This is an optimization exercise on Yosys and OpenROAD, whose aim is small area, not a production implementation. In this exercise RTL edits were held to simulation tests only and were not proved equivalent to the original. No driver is modelled on the clock port, so clock power and skew are understated where the tree is cut down; a real chip needs a root buffer or a tree. No activity file was given, so power comes from the tool's default toggle rates.

Setup of run a:
Design top_digital_clock, start of the top module:
module top_digital_clock (
    input  logic clk_50mhz,
    input  logic rst_n,
    input  logic btn_set_n,
    input  logic btn_sel_n,
    input  logic btn_inc_n,
    output logic [7:0] seg_out,
    output logic [7:0] an_out
);
    logic [5:0] lo;
    logic [2:0] mid;
    logic [5:0] hi;
    wire z5 = (lo[4:0] == 5'd0);
    wire c6 = lo[5] & z5;
    wire c9 = c6 & (&mid);
    always_ff @(posedge clk_50mhz or negedge rst_n)
        if (!rst_n) begin
            lo <= '0; mid <= '0; hi <= '0;
        end else begin
            lo <= {lo[4:0], lo[5] ^ lo[4] ^ z5};
            if (c6) mid <= mid + 3'd1;
            if (c9) hi  <= hi + 6'd1;
        end
    wire tick  = c9 & (&hi);
    wire blink = hi[5];
    wire [2:0] sel = mid;
    wire set_p, sel_p, inc_p;
    debouncer u_db_set (.clk(clk_50mhz), .rst_n(rst_n), .btn_n(btn_set_n), .pulse(set_p));
    debouncer u_db_sel (.clk(clk_50mhz), .rst_n(rst_n), .btn_n(btn_sel_n), .pulse(sel_p));
    debouncer u_db_inc (.clk(clk_50mhz), .rst_n(rst_n), .btn_n(btn_inc_n), .pulse(inc_p));
    logic [1:0] st;
    wire run = (st == 2'd0);
  ...
==> module time_regs, before the edit <==
module time_regs (
    input  logic clk,
    input  logic rst_n,
    input  logic adv,
    input  logic inc_en,
    input  logic [1:0] st,
    output logic [1:0] h1, output logic [3:0] h0,
    output logic [2:0] m1, output logic [3:0] m0,
    output logic [2:0] s1, output logic [3:0] s0
);
    function automatic [3:0] t10(input [3:0] d, input e);
        t10 = {e & d[0] & (d[3] | (d[1] & d[2])), e & d[0] & d[1], e & d[0] & ~d[3], e};
    endfunction
    function automatic [2:0] t6(input [2:0] d, input e);
        t6 = {e & d[0] & (d[1] | d[2]), e & d[0] & ~d[2], e};
    endfunction
    wire s0_9 = s0[0] & s0[3];
    wire m0_9 = m0[0] & m0[3];
    wire s59 = s0_9 & s1[0] & s1[2];
    wire m59 = m0_9 & m1[0] & m1[2];
    wire h23 = h1[1] & h0[0] & h0[1];
    wire e_s = adv | (inc_en & st == 2'd3);
    wire e_m = (adv & s59) | (inc_en & st == 2'd2);
    wire e_h = (adv & s59 & m59) | (inc_en & st == 2'd1);
    logic [1:0] h1x; logic [3:0] h0x;
    assign h1 = h1x ^ 2'd1;
    assign h0 = h0x ^ 4'd2;
    always_ff @(posedge clk or negedge rst_n) begin
        if (!rst_n) begin
            h1x <= 2'd0; h0x <= 4'd0;
            m1 <= 3'd0; m0 <= 4'd0;
            s1 <= 3'd0; s0 <= 4'd0;
        end else begin
            s0 <= s0 ^ t10(s0, e_s);
            s1 <= s1 ^ t6(s1, e_s & s0_9);
            m0 <= m0 ^ t10(m0, e_m);
            m1 <= m1 ^ t6(m1, e_m & m0_9);
            if (e_h & h23) begin
                h1x <= 2'd1; h0x <= 4'd2;
            end else begin
                h0x <= h0x ^ t10(h0, e_h);
                h1x <= h1x ^ {e_h & h0[0] & h0[3] & h1[0], e_h & h0[0] & h0[3]};
            end
        end
    end
endmodule
==> module debouncer, before the edit <==
module debouncer (
    input  logic clk,
    input  logic rst_n,
    input  logic btn_n,
    output logic pulse
);
    localparam logic [9:0] START = 10'h268;
    logic q1, q2, t1, p;
    logic [9:0] x;
    wire [9:0] c = x ^ START;
    wire diff = q1 ^ q2;
    wire z9   = (c[8:0] == 9'd0);
    wire done = z9 & ~c[9];
    wire fb   = (c[9] ^ c[2]) & ~z9;
    wire [9:0] c_next = {c[8:0], fb};
    always_ff @(posedge clk or negedge rst_n) begin
        if (!rst_n) begin
            q1 <= 1'b0; q2 <= 1'b0; t1 <= 1'b0; p <= 1'b0;
            x <= '0;
        end else begin
            q1 <= btn_n;
            q2 <= q1;
            x  <= diff ? 10'd0 : (c_next ^ START);
            if (done) begin
                t1 <= q2;
                p  <= t1 & ~q2;
            end
        end
    end
    assign pulse = p;
endmodule
==> module display_mux, before the edit <==
module display_mux (
    input  logic [2:0] sel,
    input  logic       blink,
    input  logic [1:0] st,
    input  logic [1:0] h1, input logic [3:0] h0,
    input  logic [2:0] m1, input logic [3:0] m0,
    input  logic [2:0] s1, input logic [3:0] s0,
    output logic [7:0] seg_out,
    output logic [7:0] an_out
);
    logic [5:0] a;
    always_comb for (int i = 0; i < 6; i++) a[i] = (sel == i);
    assign an_out = {2'b00, a};
    wire [3:0] d = ({4{a[0]}} & s0) | ({4{a[1]}} & {1'b0, s1}) |
                   ({4{a[2]}} & m0) | ({4{a[3]}} & {1'b0, m1}) |
                   ({4{a[4]}} & h0) | ({4{a[5]}} & {2'b00, h1});
    wire dp = ~(a[2] | a[4]);
    wire blank = blink & ((st == 2'd1 & (a[4] | a[5])) |
                          (st == 2'd2 & (a[2] | a[3])) |
                          (st == 2'd3 & (a[0] | a[1])));
    wire A = d[3], B = d[2], C = d[1], D = d[0];
    wire [6:0] on;
    assign on[0] = A | C | (B & D) | (~B & ~D);
    assign on[1] = ~B | (~C & ~D) | (C & D);
    assign on[2] = B | ~C | D;
    assign on[3] = A | (~B & ~D) | (~B & C) | (C & ~D) | (B & ~C & D);
    assign on[4] = (~B & ~D) | (C & ~D);
    assign on[5] = A | (~C & ~D) | (B & ~C) | (B & ~D);
    assign on[6] = A | (~B & C) | (B & ~C) | (C & ~D);
    assign seg_out = {dp | blank, ~on | {7{blank}}};
endmodule
==> module top_digital_clock, before the edit <==
module top_digital_clock (
    input  logic clk_50mhz,
    input  logic rst_n,
    input  logic btn_set_n,
    input  logic btn_sel_n,
    input  logic btn_inc_n,
    output logic [7:0] seg_out,
    output logic [7:0] an_out
);
    logic [5:0] lo;
    logic [2:0] mid;
    logic [5:0] hi;
    wire z5 = (lo[4:0] == 5'd0);
    wire c6 = lo[5] & z5;
    wire c9 = c6 & (&mid);
    always_ff @(posedge clk_50mhz or negedge rst_n)
        if (!rst_n) begin
            lo <= '0; mid <= '0; hi <= '0;
        end else begin
            lo <= {lo[4:0], lo[5] ^ lo[4] ^ z5};
            if (c6) mid <= mid + 3'd1;
            if (c9) hi  <= hi + 6'd1;
        end
    wire tick  = c9 & (&hi);
    wire blink = hi[5];
    wire [2:0] sel = mid;
    wire set_p, sel_p, inc_p;
    debouncer u_db_set (.clk(clk_50mhz), .rst_n(rst_n), .btn_n(btn_set_n), .pulse(set_p));
    debouncer u_db_sel (.clk(clk_50mhz), .rst_n(rst_n), .btn_n(btn_sel_n), .pulse(sel_p));
    debouncer u_db_inc (.clk(clk_50mhz), .rst_n(rst_n), .btn_n(btn_inc_n), .pulse(inc_p));
    logic [1:0] st;
    wire run = (st == 2'd0);
    always_ff @(posedge clk_50mhz or negedge rst_n)
        if (!rst_n)       st <= 2'd0;
        else if (set_p)   st <= run ? 2'd1 : 2'd0;
        else if (sel_p && !run) st <= (st == 2'd3) ? 2'd1 : st + 2'd1;
    logic [1:0] h1; logic [3:0] h0;
    logic [2:0] m1; logic [3:0] m0;
    logic [2:0] s1; logic [3:0] s0;
    time_regs u_time (
        .clk(clk_50mhz), .rst_n(rst_n),
        .adv(run & tick & ~set_p),
        .inc_en(~run & inc_p & ~set_p),
        .st(st),
        .h1(h1), .h0(h0), .m1(m1), .m0(m0), .s1(s1), .s0(s0)
    );
    display_mux u_disp (
        .sel(sel), .blink(blink), .st(st),
        .h1(h1), .h0(h0), .m1(m1), .m0(m0), .s1(s1), .s0(s0),
        .seg_out(seg_out), .an_out(an_out)
    );
endmodule
==> flow/config.mk <==
export PLATFORM = sky130hd
export DESIGN_NAME = top_digital_clock
export DESIGN_NICKNAME = top_digital_clock
export VERILOG_FILES = /design/flow/design.v
export SDC_FILE = /design/flow/constraint.sdc
export NUM_CORES = 4
export LEC_CHECK = 0
export ABC_AREA = 1
export CAP_MARGIN = 20
export CORE_MARGIN = 2
export CORE_UTILIZATION = 70
export SLEW_MARGIN = 20
==> flow/constraint.sdc <==
create_clock -name core_clock -period 10.0 [get_ports {clk_50mhz}]
set_input_delay 2.0000 -clock core_clock [delete_from_list [all_inputs] [get_ports {clk_50mhz}]]
set_output_delay 2.0000 -clock core_clock [all_outputs]
set_load 0.01 [all_outputs]
standard.sh (not shown) runs the stock make flow with config.mk's settings and CLKGATE_MAP_FILE= SYNTH_SCRIPT=/design/flow/synth_recipe.tcl, a recipe that flattens the netlist after the stock synthesis.
==> flow/flow/run.sh <==
#!/bin/bash
# Own layout flow: the standard layout (standard.sh) with three changes.
#  1. After the standard synthesis, the combinational logic is re-mapped by
#     ABC for area (flow/resynth.sh); every flip-flop stays as synthesised.
#  2. Ports are buffered with buf_1 cells.
#  3. The clock tree is a few hand-placed clock buffers (flow/clock_buffers.tcl,
#     run as the CTS step's PRE hook) in place of CTS's H-tree.
# Each tool's output goes to a log file of its own in this folder.
set -euo pipefail
W=$(pwd)
R=$W/orfs/results/sky130hd/top_digital_clock/base
export BUFFER_PORTS_ARGS="-buffer_cell sky130_fd_sc_hd__buf_1"
export PRE_CTS_TCL=$W/flow/clock_buffers.tcl
export CLK_NBUF=${CLK_NBUF:-3}
export CLK_BUF_CELL=${CLK_BUF_CELL:-sky130_fd_sc_hd__clkbuf_16}
bash standard.sh synth > synth.log 2>&1
cp $R/1_2_yosys.v $W/standard_synth.v
bash flow/resynth.sh $W/standard_synth.v $W/resynth.v $W > resynth.log 2>&1
cp $W/resynth.v $R/1_2_yosys.v
touch $R/1_2_yosys.v
bash standard.sh > layout.log 2>&1
Other scripts of this flow, unchanged in this note and not shown: flow/flow/abc/a1.abc, flow/flow/abc/a2.abc, flow/flow/abc/d1.abc, flow/flow/abc/d13.abc, flow/flow/abc/d29.abc, flow/flow/abc/d42.abc, flow/flow/abc/d7.abc, flow/flow/abc/d77.abc, flow/flow/clock_buffers.tcl, flow/flow/gen_map.py, flow/flow/resynth.sh
For run b, these inputs were changed with respect to run a:
diff --git a/flow/design.v b/flow/design.v
--- a/flow/design.v
+++ b/flow/design.v
@@ -1,11 +1,11 @@
 module time_regs (
     input  logic clk,
     input  logic rst_n,
     input  logic adv,
     input  logic inc_en,
-    input  logic [1:0] st,
+    input  logic mh, input logic mm, input logic ms,
     output logic [1:0] h1, output logic [3:0] h0,
     output logic [2:0] m1, output logic [3:0] m0,
     output logic [2:0] s1, output logic [3:0] s0
 );
     function automatic [3:0] t10(input [3:0] d, input e);
@@ -17,13 +17,13 @@
     wire s0_9 = s0[0] & s0[3];
     wire m0_9 = m0[0] & m0[3];
     wire s59 = s0_9 & s1[0] & s1[2];
     wire m59 = m0_9 & m1[0] & m1[2];
     wire h23 = h1[1] & h0[0] & h0[1];
-    wire e_s = adv | (inc_en & st == 2'd3);
-    wire e_m = (adv & s59) | (inc_en & st == 2'd2);
-    wire e_h = (adv & s59 & m59) | (inc_en & st == 2'd1);
+    wire e_s = adv | (inc_en & ms);
+    wire e_m = (adv & s59) | (inc_en & mm);
+    wire e_h = (adv & s59 & m59) | (inc_en & mh);
     logic [1:0] h1x; logic [3:0] h0x;
     assign h1 = h1x ^ 2'd1;
     assign h0 = h0x ^ 4'd2;
     always_ff @(posedge clk or negedge rst_n) begin
         if (!rst_n) begin
@@ -48,18 +48,17 @@
     input  logic clk,
     input  logic rst_n,
     input  logic btn_n,
     output logic pulse
 );
-    localparam logic [9:0] START = 10'h268;
+    localparam logic [9:0] START = 10'h114;
     logic q1, q2, t1, p;
     logic [9:0] x;
     wire [9:0] c = x ^ START;
     wire diff = q1 ^ q2;
-    wire z9   = (c[8:0] == 9'd0);
-    wire done = z9 & ~c[9];
-    wire fb   = (c[9] ^ c[2]) & ~z9;
+    wire done = (c[6:0] == 7'd0);
+    wire fb   = (c[9] ^ c[0]) & ~done;
     wire [9:0] c_next = {c[8:0], fb};
     always_ff @(posedge clk or negedge rst_n) begin
         if (!rst_n) begin
             q1 <= 1'b0; q2 <= 1'b0; t1 <= 1'b0; p <= 1'b0;
             x <= '0;
@@ -76,11 +75,11 @@
     assign pulse = p;
 endmodule
 module display_mux (
     input  logic [2:0] sel,
     input  logic       blink,
-    input  logic [1:0] st,
+    input  logic mh, input logic mm, input logic ms,
     input  logic [1:0] h1, input logic [3:0] h0,
     input  logic [2:0] m1, input logic [3:0] m0,
     input  logic [2:0] s1, input logic [3:0] s0,
     output logic [7:0] seg_out,
     output logic [7:0] an_out
@@ -90,13 +89,13 @@
     assign an_out = {2'b00, a};
     wire [3:0] d = ({4{a[0]}} & s0) | ({4{a[1]}} & {1'b0, s1}) |
                    ({4{a[2]}} & m0) | ({4{a[3]}} & {1'b0, m1}) |
                    ({4{a[4]}} & h0) | ({4{a[5]}} & {2'b00, h1});
     wire dp = ~(a[2] | a[4]);
-    wire blank = blink & ((st == 2'd1 & (a[4] | a[5])) |
-                          (st == 2'd2 & (a[2] | a[3])) |
-                          (st == 2'd3 & (a[0] | a[1])));
+    wire blank = blink & ((mh & (a[4] | a[5])) |
+                          (mm & (a[2] | a[3])) |
+                          (ms & (a[0] | a[1])));
     wire A = d[3], B = d[2], C = d[1], D = d[0];
     wire [6:0] on;
     assign on[0] = A | C | (B & D) | (~B & ~D);
     assign on[1] = ~B | (~C & ~D) | (C & D);
     assign on[2] = B | ~C | D;
@@ -134,27 +133,29 @@
     wire [2:0] sel = mid;
     wire set_p, sel_p, inc_p;
     debouncer u_db_set (.clk(clk_50mhz), .rst_n(rst_n), .btn_n(btn_set_n), .pulse(set_p));
     debouncer u_db_sel (.clk(clk_50mhz), .rst_n(rst_n), .btn_n(btn_sel_n), .pulse(sel_p));
     debouncer u_db_inc (.clk(clk_50mhz), .rst_n(rst_n), .btn_n(btn_inc_n), .pulse(inc_p));
+    localparam logic [1:0] SH = 2'd1, SM = 2'd2, SS = 2'd3;
     logic [1:0] st;
     wire run = (st == 2'd0);
+    wire mh = (st == SH), mm = (st == SM), ms = (st == SS);
     always_ff @(posedge clk_50mhz or negedge rst_n)
         if (!rst_n)       st <= 2'd0;
-        else if (set_p)   st <= run ? 2'd1 : 2'd0;
-        else if (sel_p && !run) st <= (st == 2'd3) ? 2'd1 : st + 2'd1;
+        else if (set_p)   st <= run ? SH : 2'd0;
+        else if (sel_p && !run) st <= mh ? SM : mm ? SS : SH;
     logic [1:0] h1; logic [3:0] h0;
     logic [2:0] m1; logic [3:0] m0;
     logic [2:0] s1; logic [3:0] s0;
     time_regs u_time (
         .clk(clk_50mhz), .rst_n(rst_n),
         .adv(run & tick & ~set_p),
         .inc_en(~run & inc_p & ~set_p),
-        .st(st),
+        .mh(mh), .mm(mm), .ms(ms),
         .h1(h1), .h0(h0), .m1(m1), .m0(m0), .s1(s1), .s0(s0)
     );
     display_mux u_disp (
-        .sel(sel), .blink(blink), .st(st),
+        .sel(sel), .blink(blink), .mh(mh), .mm(mm), .ms(ms),
         .h1(h1), .h0(h0), .m1(m1), .m0(m0), .s1(s1), .s0(s0),
         .seg_out(seg_out), .an_out(an_out)
     );
 endmodule
Findings:
The final non-filler cell area of run b is lower than that of run a. Part of the total power dissipated in combinational logic in run b is 11 points above run a. Run b: total buffers and inverters traversed by the critical path 1 below run a. Re overall fraction of global-route tracks in use: run a and run b aren't equal, and the higher value belongs to run b. Comparing run b against run a, there is no change at all in number of hold violations in the final report. In the flow results for run a and run b, the final worst setup slack is smaller on run a. Against run a, maximum VDD drop in run b came out better. | area occupied by multi-input gates | higher: run a |. Going from run a to run b, the headroom to the max-slew limit was found to have gone down by 0.72 points. Core utilization of run b is on par with run a.
In every run of this note, the design's own scripts or RTL, not TritonCTS, make the clock network.

-- re-timing with driven ports --
The results above use ideal ports. As a check the final layouts listed here were re-extracted and re-timed, cells and wires unchanged.
Step 1 (the two cells are an assumption about what drives the block):
set clk [get_ports {clk_50mhz}]
set_driving_cell -lib_cell sky130_fd_sc_hd__clkbuf_16 $clk
set_driving_cell -lib_cell sky130_fd_sc_hd__buf_2 [delete_from_list [all_inputs] $clk]
Step 2 moves the port delays by t, midway between the first and last clock arrival at a register: inputs arrive t later, outputs are due t later. That takes back most of the time a late clock gives input paths.
a / b / c = ideal / step 1 / step 2; a / b = the first two.
run	t (ns)	slack for setup (ns)	worst setup path after step 2	clock arrival spread, ns	pins driven straight from the clock port
run a	0.213	5.476 / 5.417 / 5.630	register to output	0.010 / 0.010	3
run b	0.213	5.750 / 5.693 / 5.906	register to output	0.015 / 0.014	3
After both steps setup and hold are still met in every run listed.
